From an optimization exercise on the open Yosys and OpenROAD flow, aimed at small area; shortcuts taken in it are not production practice. Function was checked by simulation only, so behaviour that the tests miss may differ from the original. Power figures rest on the tool's default switching activity, not on a simulated workload.

run A:
==> flow/design.v (excerpt) <==
module blackjack(
	input reset,
	input clk,
	input hit,
	input stay,
	input double_down,
	input split,
	output reg win,
	output reg tie,
	output reg lose,
	output sf_e, e, rs, rw, d, c, b, a
    );
wire hit_out, stay_out, dd_out, split_out;
wire hit_rise, hit_sp, stay_sp, double_down_sp, split_sp;
dbc hit_debounce(.clk(clk), .rst(reset), .signal_i(hit), .signal_o(hit_out), .rise(hit_rise), .pulse(hit_sp));
dbc stay_debounce(.clk(clk), .rst(reset), .signal_i(stay), .signal_o(stay_out), .rise(), .pulse(stay_sp));
dbc dd_debounce(.clk(clk), .rst(reset), .signal_i(double_down), .signal_o(dd_out), .rise(), .pulse(double_down_sp));
dbc split_debounce(.clk(clk), .rst(reset), .signal_i(split), .signal_o(split_out), .rise(), .pulse(split_sp));
wire [3:0] d_card, lstate;
lfsr d_new_card(.clk(clk), .rst(reset), .out(d_card), .state(lstate));
wire [3:0] card;
wire same;
card_generator new_card(.hit(hit_rise), .clk(clk), .rst(reset), .lstate(lstate), .card(card), .same(same));
reg [4:0] ps, X, fhp, shp, shd;
reg [7:0] bet;
reg [4:0] state;
localparam [4:0] S_INIT = 0,
                 S_P0 = 1, S_P1 = 2, S_P2 = 3, S_P3 = 4,
                 S_DDA = 5, S_DDB = 6,
                 S_DL1 = 7, S_DLN = 8, S_DLS = 9,
  ...
export LEC_CHECK = 0
export CAP_MARGIN = 20
export CORE_MARGIN = 2
export CORE_UTILIZATION = 40
export CTS_BUF_LIST = sky130_fd_sc_hd__clkbuf_4
export HOLD_SLACK_MARGIN = 0
export SLEW_MARGIN = 20
create_clock -name core_clock -period 10.0 [get_ports {clk}]
standard.sh (not shown) runs the stock make flow with config.mk's settings and CLKGATE_MAP_FILE= SYNTH_SCRIPT=/design/flow/synth_recipe.tcl, a recipe that flattens the netlist after the stock synthesis.
==> flow/flow/run.sh <==
#!/bin/bash
# Layout flow: the standard synthesis, then the combinational logic between
# the (unchanged) registers is re-optimised for area with ABC, then the standard flow's
# standard layout from floorplan to finish. Each tool writes its own log here.
set -uo pipefail
W=$(pwd)
R=$W/orfs/results/${FLOW_PLATFORM}/blackjack/base
LIB=$FLOW_HOME/platforms/${FLOW_PLATFORM}/lib/sky130_fd_sc_hd__tt_025C_1v80.lib

bash standard.sh synth > $W/log_1_std_synth.txt 2>&1 || exit 1
cp $R/1_2_yosys.v $W/std_netlist.v

# don't-use cells of the platform
python3 - "$FLOW_HOME/platforms/${FLOW_PLATFORM}/config.mk" > $W/dont_use.txt <<'PY'
import re, sys
txt = open(sys.argv[1]).read().replace("\\\n", " ")
cells = set()
for m in re.finditer(r"DONT_USE_CELLS\s*\+?=([^\n]*)", txt):
    cells.update(re.findall(r"sky130_fd_sc_hd__\w+", m.group(1)))
print(" ".join(f"-dont_use {c}" for c in sorted(cells)))
PY
DU=$(cat $W/dont_use.txt)

best=""
bestarea=""
for s in $W/flow/abc_*.script; do
  n=$(basename $s .script)
  cat > $W/resynth_$n.ys <<EOS
read_liberty -ignore_miss_func $LIB
blackbox sky130_fd_sc_hd__df*
read_verilog $W/std_netlist.v
hierarchy -top $FLOW_TOP
flatten
opt_clean -purge
abc -script $s -liberty $LIB $DU
opt_clean -purge
hilomap -singleton -hicell sky130_fd_sc_hd__conb_1 HI -locell sky130_fd_sc_hd__conb_1 LO
opt_clean -purge
tee -o $W/stat_$n.txt stat -liberty $LIB
write_verilog -noattr -nohex -nodec $W/netlist_$n.v
EOS
  ( timeout 1200 yosys -s $W/resynth_$n.ys > $W/log_2_resynth_$n.txt 2>&1 ) &
done
wait
for s in $W/flow/abc_*.script; do
  n=$(basename $s .script)
  a=$(grep -o "Chip area for module.*: [0-9.]*" $W/stat_$n.txt 2>/dev/null | awk '{print $NF}')
  [[ -z "$a" || ! -s $W/netlist_$n.v ]] && continue
  # the registers must be the standard synthesis's, by name and cell type
  grep -o "sky130_fd_sc_hd__df[a-z0-9_]* [^ ]*" $W/std_netlist.v | sort > $W/regs_std.txt
  grep -o "sky130_fd_sc_hd__df[a-z0-9_]* [^ ]*" $W/netlist_$n.v | sort > $W/regs_$n.txt
  cmp -s $W/regs_std.txt $W/regs_$n.txt || continue
  if [[ -z "$best" ]] || python3 -c "import sys; sys.exit(0 if $a < $bestarea else 1)"; then
    best=$n; bestarea=$a
  fi
done
echo "chosen: ${best:-standard} ${bestarea}" > $W/log_2_resynth_choice.txt
if [[ -n "$best" ]]; then
  cp $W/netlist_$best.v $R/1_2_yosys.v
  touch $R/1_2_yosys.v
fi

bash standard.sh "BUFFER_PORTS_ARGS=-buffer_cell sky130_fd_sc_hd__buf_1" finish > $W/log_3_std_layout.txt 2>&1 || exit 1
Other scripts of this flow, unchanged in this note and not shown: flow/flow/abc_a.script, flow/flow/abc_b.script, flow/flow/abc_c.script
Input changes introduced in run B (baseline for comparison: run A):
diff --git a/flow/flow/run.sh b/flow/flow/run.sh
--- a/flow/flow/run.sh
+++ b/flow/flow/run.sh
@@ -61,3 +61,8 @@
 fi
 
-bash standard.sh "BUFFER_PORTS_ARGS=-buffer_cell sky130_fd_sc_hd__buf_1" finish > $W/log_3_std_layout.txt 2>&1 || exit 1
+# extra make settings for the layout, one per line
+ARGS=()
+if [[ -f $W/flow/layout_args.txt ]]; then
+  while IFS= read -r line; do [[ -n "$line" ]] && ARGS+=("$line"); done < $W/flow/layout_args.txt
+fi
+bash standard.sh "${ARGS[@]}" finish > $W/log_3_std_layout.txt 2>&1 || exit 1
==> flow/flow/layout_args.txt (new file) <==
BUFFER_PORTS_ARGS=-buffer_cell sky130_fd_sc_hd__buf_1
CTS_ARGS=-sink_clustering_enable -repair_clock_nets -buf_list sky130_fd_sc_hd__clkbuf_4 -dont_use_dummy_load
==> comparison <==
Run B ended with every stage complete and zero timing, DRC or antenna violations.
Across both runs, clock share of power was lower for run B than for run A.
Run B ended up with a higher count of fill cells added during filler insertion than run A did.
Run A has higher total wire length after detailed routing than run B.
Time the worst path needs with I/O delays and setup: run B vs run A up 0.027 ns
#### Input delta (run C over run B)
==> flow/flow/layout_args.txt <==
BUFFER_PORTS_ARGS=-buffer_cell sky130_fd_sc_hd__buf_1
CTS_ARGS=-sink_clustering_enable -repair_clock_nets -buf_list sky130_fd_sc_hd__clkbuf_8 -dont_use_dummy_load -sink_clustering_size 60 -sink_clustering_max_diameter 400 -sink_clustering_levels 1
Going from run B to run C, global-route wire length before repair stayed essentially flat; power density over the cells increased 6.9%; total non-filler cell area in the finished layout went up 1.4%; wire length flat; clock share of power now sits higher.
Run C has global routing usage on met1 above what run B had.
Compared with run B, in run C number of nets in the synthesized netlist about even, final core utilization went up 0.63 points.
Input changes introduced in run D (baseline for comparison: run C):
==> flow/flow/layout_args.txt <==
BUFFER_PORTS_ARGS=-buffer_cell sky130_fd_sc_hd__buf_1
CTS_ARGS=-repair_clock_nets -buf_list sky130_fd_sc_hd__clkbuf_16 -dont_use_dummy_load
Findings:
Utilization sits higher in run D than in run C.
The data arrival time of the critical path number comes out higher for run C vs run D.
Fill cell total of the finished layout in run D is about 1.2% below run C.
Routed wire length went up slightly going from run C to run D.
Summary of run D over run C: wire length of the first global-routing pass rose by 260 um, proportion of cell area occupied by multi-input gates went down 1.2 points.
Inputs modified between run D and run E:
==> flow/flow/layout_args.txt <==
BUFFER_PORTS_ARGS=-buffer_cell sky130_fd_sc_hd__buf_1
CTS_ARGS=-sink_clustering_enable -repair_clock_nets -buf_list sky130_fd_sc_hd__clkbuf_8 -dont_use_dummy_load -sink_clustering_size 30 -sink_clustering_max_diameter 100
### Flow results
- Summary of run E over run D: power decreased 13%, wire length of the first global-routing pass decreased about 0.9%, post-synthesis instance total essentially unchanged, detail-routed via count per cell decreased 0.96%.
- Final critical-path share of the clock period on run E is up relative to run D.
- Between run E and run D, it is run E whose detailed-route wire length is lower, by 110 um.
- Run E against run D: worst hold margin dropped 0.0064 ns, pre-CTS setup slack neither gained nor lost much, setup slack down 0.027 ns, initial DRC count increased by 41 relative to the old numbers.
- Run D was larger in final cell area than run E.

## separate check: timing with driven ports
How much do the figures lean on ideal ports? The routed layouts below were timed once more, with nothing changed but the port constraints. Step 1 assumes that a clkbuf_16 drives the clock port and a buf_2 every other input. Step 2 moves the port delays by t, midway between the first and last clock arrival at a register: inputs arrive t later, outputs are due t later. That takes back most of the time a late clock gives input paths. Three values: ideal ports, drivers, drivers and shift; two values: the first two.
run | t, ns | setup WS [ns] | cell pins on the clock port's net
run A | 0.570 | 4.067 / 4.067 / 4.067 | 1
run B | 0.555 | 4.040 / 4.040 / 4.040 | 1
run C | 0.464 | 4.078 / 4.078 / 4.078 | 1
run D | 0.439 | 4.105 / 4.105 / 4.105 | 1
run E | 0.464 | 4.078 / 4.078 / 4.078 | 1
After both steps setup and hold are still met in every run listed.
